Context: an optimization exercise on an open-source flow, tuned for small area, a short achievable clock period and few clock cycles per item. The choices shown serve that exercise and are no tape-out recipe.
Function was checked by simulation only, so behaviour that the tests miss may differ from the original.

==> job 5709 <==
==> flow/design.v (excerpt) <==
module core
(
    input  logic        clk,
    input  logic        cpu_rstn,
    output logic [31:0] instr_rd_addr,
    output logic [31:0] instr_wr_addr,
    output logic [31:0] instr_wr_data,
    input  logic [31:0] instr_rd_data,
    output logic [3:0]  instr_wr_strobe,
    output logic [31:0] data_rd_addr,
    output logic [31:0] data_wr_addr,
    output logic [31:0] data_wr_data,
    input  logic [31:0] data_rd_data,
    output logic [3:0]  data_wr_strobe
);
export LEC_CHECK = 0
export ABC_CLOCK_PERIOD_IN_PS = 4000
export CAP_MARGIN = 20
export CORE_MARGIN = 2
export CORE_UTILIZATION = 40
export SLEW_MARGIN = 20
create_clock -name core_clock -period 13.0 [get_ports {clk}]
standard.sh (not shown) runs the stock make flow with config.mk's settings and CLKGATE_MAP_FILE= SYNTH_SCRIPT=/design/flow/synth_recipe.tcl, a recipe that flattens the netlist after the stock synthesis.
==> flow/flow/run.sh <==
#!/bin/bash
# Standard ORFS layout, with the resizer asked for extra setup slack so that it
# optimises the paths well below the 13 ns constraint.
set -euo pipefail
bash standard.sh SETUP_SLACK_MARGIN=9 finish > flow_std.log 2>&1
==> inputs of job 1048, as changes to job 5709 <==
--- a/flow/design.v
+++ b/flow/design.v
@@ -26,10 +26,11 @@
     logic [5:0]  mc_x;            
     logic [2:0]  f3_x;
     logic        sub_x, sra_x;
     logic [2:0]  sel_x;           
     logic        fa_x, fb_x;      
+    logic        bm_x, bx_x, bi_x;  
     logic        wen_m, ld_m;
     logic [4:0]  rd_m;
     logic [2:0]  f3_m;
     logic [31:0] res_m, sd_m;
     logic [3:0]  stb_m;
@@ -52,21 +53,25 @@
             3'b101:  ldv = {16'b0, ldw[15:0]};
             default: ldv = ldw;
         endcase
     end
     assign wdata = ld_m ? ldv : res_m;
-    localparam int SK = 8;
-    logic [31:0] ins, imm_f;
-    logic        take_f, near_f;
-    logic [SK:0] lo_f;
+    localparam int SK = 6;
+    logic [31:0] ins, imm_jf, imm_bf;
+    logic        jal_f, bb_f, near_j, near_b, last_f, near_f;
+    logic [SK:0] lo_j, lo_b;
     assign ins    = instr_rd_data;
-    assign take_f = (ins[6:2] == 5'b11011) | ((ins[6:2] == 5'b11000) & ins[31]);
-    assign imm_f  = ins[2] ? {{11{ins[31]}}, ins[31], ins[19:12], ins[20], ins[30:21], 1'b0}
-                           : {{19{ins[31]}}, ins[31], ins[7], ins[30:25], ins[11:8], 1'b0};
-    assign lo_f   = {1'b0, pc_f[SK-1:0]} + {1'b0, imm_f[SK+1:2]};
-    assign near_f = (((imm_f[31:SK+2] == '0) & ~lo_f[SK]) | ((imm_f[31:SK+2] == '1) & lo_f[SK]))
-                  & ~(&pc_f[SK-1:0]);
+    assign jal_f  = ins[6:2] == 5'b11011;
+    assign bb_f   = (ins[6:2] == 5'b11000) & ins[31];
+    assign imm_jf = {{11{ins[31]}}, ins[31], ins[19:12], ins[20], ins[30:21], 1'b0};
+    assign imm_bf = {{19{ins[31]}}, ins[31], ins[7], ins[30:25], ins[11:8], 1'b0};
+    assign lo_j   = {1'b0, pc_f[SK-1:0]} + {1'b0, imm_jf[SK+1:2]};
+    assign lo_b   = {1'b0, pc_f[SK-1:0]} + {1'b0, imm_bf[SK+1:2]};
+    assign last_f = &pc_f[SK-1:0];
+    assign near_j = (((imm_jf[31:SK+2] == '0) & ~lo_j[SK]) | ((imm_jf[31:SK+2] == '1) & lo_j[SK])) & ~last_f;
+    assign near_b = (imm_bf[31:SK+2] == '1) & lo_b[SK] & ~last_f;
+    assign near_f = ins[2] ? near_j : near_b;
     logic [6:0] opc;
     logic [4:0] rs1, rs2, rd;
     logic [2:0] f3;
     assign opc = ir_d[6:0];
     assign rs1 = ir_d[19:15];
@@ -127,11 +132,11 @@
         else                                alt_d = pc1_d;
     end
     logic [5:0] mc_d;
     always_comb begin
         mc_d = '0;
-        if (is_br) begin
+        if (is_br & (imm_b[31:2] != 30'd1)) begin
             case (f3)
                 3'b000: mc_d[ir_d[31] ? 1 : 0] = 1'b1;
                 3'b001: mc_d[ir_d[31] ? 0 : 1] = 1'b1;
                 3'b100: mc_d[ir_d[31] ? 3 : 2] = 1'b1;
                 3'b101: mc_d[ir_d[31] ? 2 : 3] = 1'b1;
@@ -142,11 +147,12 @@
         end
     end
     logic [31:0] a, b, bs;
     assign a  = fa_x ? res_m : a_x;
     assign bs = fb_x ? res_m : b_x;                        
-    assign b  = st_x ? {{2{alt_x[29]}}, alt_x} : bs;       
+    assign b  = ({32{bm_x}} & res_m) | ({32{bx_x}} & b_x)   
+              | ({32{bi_x}} & {{2{alt_x[29]}}, alt_x});
     logic [32:0] addo;
     logic [31:0] sum;
     assign addo = {a, 1'b1} + {b ^ {32{sub_x}}, sub_x};
     assign sum  = addo[32:1];
     logic eq, lt, ltu;
@@ -191,10 +197,19 @@
         case (f3_x[1:0])
             2'b00:   begin stb_x = 4'b0001 << sum[1:0];           sd_x = {4{bs[7:0]}}; end
             2'b01:   begin stb_x = sum[1] ? 4'b1100 : 4'b0011;    sd_x = {2{bs[15:0]}}; end
             default: begin stb_x = 4'b1111;                        sd_x = bs; end
         endcase
+    end
+    logic        en_f;
+    logic [SK-1:0] lo_o;
+    assign en_f = ~(redir_x | stall | redir_d);
+    always_comb begin
+        if (redir_x)      lo_o = tgt_x[SK-1:0];
+        else if (stall)   lo_o = pc_d[SK-1:0];
+        else if (redir_d) lo_o = add_d[SK-1:0];
+        else              lo_o = pc_f[SK-1:0] + 1'b1;
     end
     always_ff @(posedge clk or negedge cpu_rstn) begin
         if (!cpu_rstn) begin
             pc_f   <= '0;
             v_d    <= 1'b0;
@@ -205,19 +220,18 @@
             jalr_x <= 1'b0;
             kill_x <= 1'b0;
             wen_m  <= 1'b0;
             stb_m  <= '0;
         end else begin
-            if (redir_x)      pc_f <= tgt_x;
-            else if (stall)   pc_f <= pc_f;
-            else if (redir_d) pc_f <= add_d;
-            else begin
-                pc_f[29:SK]   <= pc_f[29:SK] + {{(29-SK){1'b0}}, &pc_f[SK-1:0]};
-                pc_f[SK-1:0]  <= (take_f & near_f) ? lo_f[SK-1:0] : pc_f[SK-1:0] + 1'b1;
-            end
-            if (redir_x | redir_d) v_d <= 1'b0;
-            else if (!stall)  v_d <= 1'b1;
+            if (redir_x)      pc_f[29:SK] <= tgt_x[29:SK];
+            else if (stall)   pc_f[29:SK] <= pc_d[29:SK];
+            else if (redir_d) pc_f[29:SK] <= add_d[29:SK];
+            else              pc_f[29:SK] <= pc_f[29:SK] + {{(29-SK){1'b0}}, last_f};
+            pc_f[SK-1:0] <= ({SK{jal_f & near_j & en_f}} & lo_j[SK-1:0])
+                          | ({SK{bb_f & near_b & en_f}} & lo_b[SK-1:0])
+                          | ({SK{~(((jal_f & near_j) | (bb_f & near_b)) & en_f)}} & lo_o);
+            v_d <= ~(redir_x | redir_d | stall);
             kill_x <= redir_x;
             if (stall | ~v_d) begin
                 wen_x <= 1'b0; ld_x <= 1'b0; st_x <= 1'b0; mc_x <= '0; jalr_x <= 1'b0;
             end else begin
                 wen_x <= wen_d; ld_x <= is_ld; st_x <= is_st; mc_x <= mc_d; jalr_x <= is_jalr;
@@ -225,15 +239,13 @@
             wen_m <= wen_x & ~kill_x;
             stb_m <= (st_x & ~kill_x) ? stb_x : 4'b0000;
         end
     end
     always_ff @(posedge clk) begin
-        if (!stall) begin
-            ir_d <= instr_rd_data;
-            pc_d <= pc_f;
-            fr_d <= near_f;
-        end
+        ir_d <= instr_rd_data;
+        pc_d <= pc_f;
+        fr_d <= near_f;
         a_x   <= r1;
         b_x   <= (is_op | is_br | is_st) ? r2 : imm_i;
         alt_x <= alt_d;
         rd_x  <= rd;
         ar_x  <= is_jal | is_jalr | is_lui | is_auipc;
@@ -241,10 +253,13 @@
         sub_x <= is_op & ir_d[30] & (f3 == 3'b000);
         sra_x <= ir_d[30];
         sel_x <= (is_op | is_opi) ? f3 : 3'd0;
         fa_x  <= use_rs1 & h1x;
         fb_x  <= use_rs2 & h2x;
+        bm_x  <= use_rs2 & h2x & ~is_st;
+        bx_x  <= ~(use_rs2 & h2x) & ~is_st;
+        bi_x  <= is_st;
         rd_m  <= rd_x;
         ld_m  <= ld_x;
         f3_m  <= f3_x;
         res_m <= ar_x ? {alt_x, 2'b00} : alu;
         sd_m  <= sd_x;
==> flow/flow/run.sh (replaced) <==
#!/bin/bash
# Standard ORFS layout, with the resizer asked for extra setup slack so that it
# optimises the paths well below the 13 ns constraint, and the ports buffered
# with plain buffers.
set -euo pipefail
bash standard.sh SETUP_SLACK_MARGIN=9 "BUFFER_PORTS_ARGS=-buffer_cell sky130_fd_sc_hd__buf_2" finish > flow_std.log 2>&1
Settings changed: CORE_UTILIZATION 40 to 45.
==> inputs of job 9207, as changes to job 5709 <==
--- a/flow/design.v
+++ b/flow/design.v
@@ -26,10 +26,11 @@
     logic [5:0]  mc_x;            
     logic [2:0]  f3_x;
     logic        sub_x, sra_x;
     logic [2:0]  sel_x;           
     logic        fa_x, fb_x;      
+    logic        bm_x, bx_x, bi_x;  
     logic        wen_m, ld_m;
     logic [4:0]  rd_m;
     logic [2:0]  f3_m;
     logic [31:0] res_m, sd_m;
     logic [3:0]  stb_m;
@@ -53,20 +54,24 @@
             default: ldv = ldw;
         endcase
     end
     assign wdata = ld_m ? ldv : res_m;
     localparam int SK = 8;
-    logic [31:0] ins, imm_f;
-    logic        take_f, near_f;
-    logic [SK:0] lo_f;
+    logic [31:0] ins, imm_jf, imm_bf;
+    logic        jal_f, bb_f, near_j, near_b, last_f, near_f;
+    logic [SK:0] lo_j, lo_b;
     assign ins    = instr_rd_data;
-    assign take_f = (ins[6:2] == 5'b11011) | ((ins[6:2] == 5'b11000) & ins[31]);
-    assign imm_f  = ins[2] ? {{11{ins[31]}}, ins[31], ins[19:12], ins[20], ins[30:21], 1'b0}
-                           : {{19{ins[31]}}, ins[31], ins[7], ins[30:25], ins[11:8], 1'b0};
-    assign lo_f   = {1'b0, pc_f[SK-1:0]} + {1'b0, imm_f[SK+1:2]};
-    assign near_f = (((imm_f[31:SK+2] == '0) & ~lo_f[SK]) | ((imm_f[31:SK+2] == '1) & lo_f[SK]))
-                  & ~(&pc_f[SK-1:0]);
+    assign jal_f  = ins[6:2] == 5'b11011;
+    assign bb_f   = (ins[6:2] == 5'b11000) & ins[31];
+    assign imm_jf = {{11{ins[31]}}, ins[31], ins[19:12], ins[20], ins[30:21], 1'b0};
+    assign imm_bf = {{19{ins[31]}}, ins[31], ins[7], ins[30:25], ins[11:8], 1'b0};
+    assign lo_j   = {1'b0, pc_f[SK-1:0]} + {1'b0, imm_jf[SK+1:2]};
+    assign lo_b   = {1'b0, pc_f[SK-1:0]} + {1'b0, imm_bf[SK+1:2]};
+    assign last_f = &pc_f[SK-1:0];
+    assign near_j = (((imm_jf[31:SK+2] == '0) & ~lo_j[SK]) | ((imm_jf[31:SK+2] == '1) & lo_j[SK])) & ~last_f;
+    assign near_b = (imm_bf[31:SK+2] == '1) & lo_b[SK] & ~last_f;
+    assign near_f = ins[2] ? near_j : near_b;
     logic [6:0] opc;
     logic [4:0] rs1, rs2, rd;
     logic [2:0] f3;
     assign opc = ir_d[6:0];
     assign rs1 = ir_d[19:15];
@@ -127,11 +132,11 @@
         else                                alt_d = pc1_d;
     end
     logic [5:0] mc_d;
     always_comb begin
         mc_d = '0;
-        if (is_br) begin
+        if (is_br & (imm_b[31:2] != 30'd1)) begin
             case (f3)
                 3'b000: mc_d[ir_d[31] ? 1 : 0] = 1'b1;
                 3'b001: mc_d[ir_d[31] ? 0 : 1] = 1'b1;
                 3'b100: mc_d[ir_d[31] ? 3 : 2] = 1'b1;
                 3'b101: mc_d[ir_d[31] ? 2 : 3] = 1'b1;
@@ -142,11 +147,12 @@
         end
     end
     logic [31:0] a, b, bs;
     assign a  = fa_x ? res_m : a_x;
     assign bs = fb_x ? res_m : b_x;                        
-    assign b  = st_x ? {{2{alt_x[29]}}, alt_x} : bs;       
+    assign b  = ({32{bm_x}} & res_m) | ({32{bx_x}} & b_x)   
+              | ({32{bi_x}} & {{2{alt_x[29]}}, alt_x});
     logic [32:0] addo;
     logic [31:0] sum;
     assign addo = {a, 1'b1} + {b ^ {32{sub_x}}, sub_x};
     assign sum  = addo[32:1];
     logic eq, lt, ltu;
@@ -191,10 +197,19 @@
         case (f3_x[1:0])
             2'b00:   begin stb_x = 4'b0001 << sum[1:0];           sd_x = {4{bs[7:0]}}; end
             2'b01:   begin stb_x = sum[1] ? 4'b1100 : 4'b0011;    sd_x = {2{bs[15:0]}}; end
             default: begin stb_x = 4'b1111;                        sd_x = bs; end
         endcase
+    end
+    logic        en_f;
+    logic [SK-1:0] lo_o;
+    assign en_f = ~(redir_x | stall | redir_d);
+    always_comb begin
+        if (redir_x)      lo_o = tgt_x[SK-1:0];
+        else if (stall)   lo_o = pc_d[SK-1:0];
+        else if (redir_d) lo_o = add_d[SK-1:0];
+        else              lo_o = pc_f[SK-1:0] + 1'b1;
     end
     always_ff @(posedge clk or negedge cpu_rstn) begin
         if (!cpu_rstn) begin
             pc_f   <= '0;
             v_d    <= 1'b0;
@@ -205,19 +220,18 @@
             jalr_x <= 1'b0;
             kill_x <= 1'b0;
             wen_m  <= 1'b0;
             stb_m  <= '0;
         end else begin
-            if (redir_x)      pc_f <= tgt_x;
-            else if (stall)   pc_f <= pc_f;
-            else if (redir_d) pc_f <= add_d;
-            else begin
-                pc_f[29:SK]   <= pc_f[29:SK] + {{(29-SK){1'b0}}, &pc_f[SK-1:0]};
-                pc_f[SK-1:0]  <= (take_f & near_f) ? lo_f[SK-1:0] : pc_f[SK-1:0] + 1'b1;
-            end
-            if (redir_x | redir_d) v_d <= 1'b0;
-            else if (!stall)  v_d <= 1'b1;
+            if (redir_x)      pc_f[29:SK] <= tgt_x[29:SK];
+            else if (stall)   pc_f[29:SK] <= pc_d[29:SK];
+            else if (redir_d) pc_f[29:SK] <= add_d[29:SK];
+            else              pc_f[29:SK] <= pc_f[29:SK] + {{(29-SK){1'b0}}, last_f};
+            pc_f[SK-1:0] <= ({SK{jal_f & near_j & en_f}} & lo_j[SK-1:0])
+                          | ({SK{bb_f & near_b & en_f}} & lo_b[SK-1:0])
+                          | ({SK{~(((jal_f & near_j) | (bb_f & near_b)) & en_f)}} & lo_o);
+            v_d <= ~(redir_x | redir_d | stall);
             kill_x <= redir_x;
             if (stall | ~v_d) begin
                 wen_x <= 1'b0; ld_x <= 1'b0; st_x <= 1'b0; mc_x <= '0; jalr_x <= 1'b0;
             end else begin
                 wen_x <= wen_d; ld_x <= is_ld; st_x <= is_st; mc_x <= mc_d; jalr_x <= is_jalr;
@@ -225,15 +239,13 @@
             wen_m <= wen_x & ~kill_x;
             stb_m <= (st_x & ~kill_x) ? stb_x : 4'b0000;
         end
     end
     always_ff @(posedge clk) begin
-        if (!stall) begin
-            ir_d <= instr_rd_data;
-            pc_d <= pc_f;
-            fr_d <= near_f;
-        end
+        ir_d <= instr_rd_data;
+        pc_d <= pc_f;
+        fr_d <= near_f;
         a_x   <= r1;
         b_x   <= (is_op | is_br | is_st) ? r2 : imm_i;
         alt_x <= alt_d;
         rd_x  <= rd;
         ar_x  <= is_jal | is_jalr | is_lui | is_auipc;
@@ -241,10 +253,13 @@
         sub_x <= is_op & ir_d[30] & (f3 == 3'b000);
         sra_x <= ir_d[30];
         sel_x <= (is_op | is_opi) ? f3 : 3'd0;
         fa_x  <= use_rs1 & h1x;
         fb_x  <= use_rs2 & h2x;
+        bm_x  <= use_rs2 & h2x & ~is_st;
+        bx_x  <= ~(use_rs2 & h2x) & ~is_st;
+        bi_x  <= is_st;
         rd_m  <= rd_x;
         ld_m  <= ld_x;
         f3_m  <= f3_x;
         res_m <= ar_x ? {alt_x, 2'b00} : alu;
         sd_m  <= sd_x;
==> flow/flow/run.sh (replaced) <==
#!/bin/bash
# Standard ORFS layout, with the resizer asked for extra setup slack so that it
# optimises the paths well below the 13 ns constraint, and the ports buffered
# with plain buffers.
set -euo pipefail
bash standard.sh SETUP_SLACK_MARGIN=9 "BUFFER_PORTS_ARGS=-buffer_cell sky130_fd_sc_hd__buf_4" finish > flow_std.log 2>&1
==> flow_metrics.env <==
export IMPL_yosys_top_cells_count="edfxtp_1, nor2_1, a22oi_1, clkbuf_1, a221oi_1"
export IMPL_worstMarginPinSlew_ns=1.322
export IMPL_drtIter0Drc=14332
export IMPL_outcome="no timing/DRC/antenna violations"
export IMPL_area_growth_pct=21.07
export IMPL_seq_area_mm2=0.03608
export IMPL_crit_family="simple AND/OR/NAND/NOR gates"
export IMPL_p_clk_share_pct=30.0
export IMPL_grt_pass1_wl_mm=458.6
Source of the figures above: job 1048

==> flow_metrics.env <==
export IMPL_outcome="no timing/DRC/antenna violations"
export IMPL_yosys_top_cells_count="edfxtp_1, a22oi_1, nor2_1, clkbuf_1, a221oi_1"
export IMPL_synth_compound_area_share_pct=21.71
export IMPL_drtIter0Drc=14362
export IMPL_fill_cells=14348
export IMPL_grt_pass1_wl_mm=458.7
export IMPL_crit_family="compound AO/OA/AOI/OAI gates"
export IMPL_seq_share_pct=45.69
export IMPL_crit_buf_inv=2
export IMPL_area_growth_pct=21.22
export IMPL_seq_area_mm2=0.03606
export IMPL_worstMarginPinSlew_ns=1.430
Source of the figures above: job 9207

==> flow_metrics.env <==
export IMPL_area_growth_pct=24.57
export IMPL_layout_cells_non_filler=8282
export IMPL_worstMarginPinSlew_ns=1.350
export IMPL_outcome="no timing/DRC/antenna violations"
export IMPL_crit_family="compound AO/OA/AOI/OAI gates"
export IMPL_grt_pass1_wl_mm=460.2
export IMPL_met1_length_mm=114.4
export IMPL_drtIter0Drc=14715
export IMPL_seq_area_mm2=0.03664
export IMPL_ys_flop_type="edfxtp_1"
export IMPL_yosys_top_cells_count="edfxtp_1, nor2_1, a22oi_1, clkbuf_1, a221oi_1"
Source of the figures above: job 5709

Testbench counts of job 5709, summed over its fixed seeds: cycles 145,876, instructions 132,254.
Testbench counts of job 1048, summed over its fixed seeds: cycles 144,976, instructions 132,254.
Testbench counts of job 9207, summed over its fixed seeds: cycles 144,211, instructions 132,254.

## what the ideal ports hide
How much do the figures lean on ideal ports? The routed layouts below were timed once more, with nothing changed but the port constraints.
Step 1 sets driving cells, clkbuf_16 on the clock port and buf_2 on the other inputs (assumed; they add their load-dependent delay and slew).
Step 2 adds t to the input delays and takes it off the output delays; t is the mean of the earliest and latest rising clock arrival at the registers after step 1. Input paths then give back, and output paths get back, about the clock's delay inside the block.
Slacks: ideal ports / drivers / drivers and shift; pairs: ideal ports / drivers.
run	t, ns	slack for setup (ns)	clock arrival spread, ns
job 5709	0.882	8.628 / 8.684 / 7.802	0.074 / 0.074
job 1048	0.871	8.563 / 8.563 / 7.955	0.069 / 0.069
job 9207	0.890	8.556 / 8.613 / 7.723	0.066 / 0.066
After both steps setup and hold are still met in every run listed. The setup slack of job 9207, which loses most, moves by +0.057 ns with the drivers and by -0.833 ns with both steps.
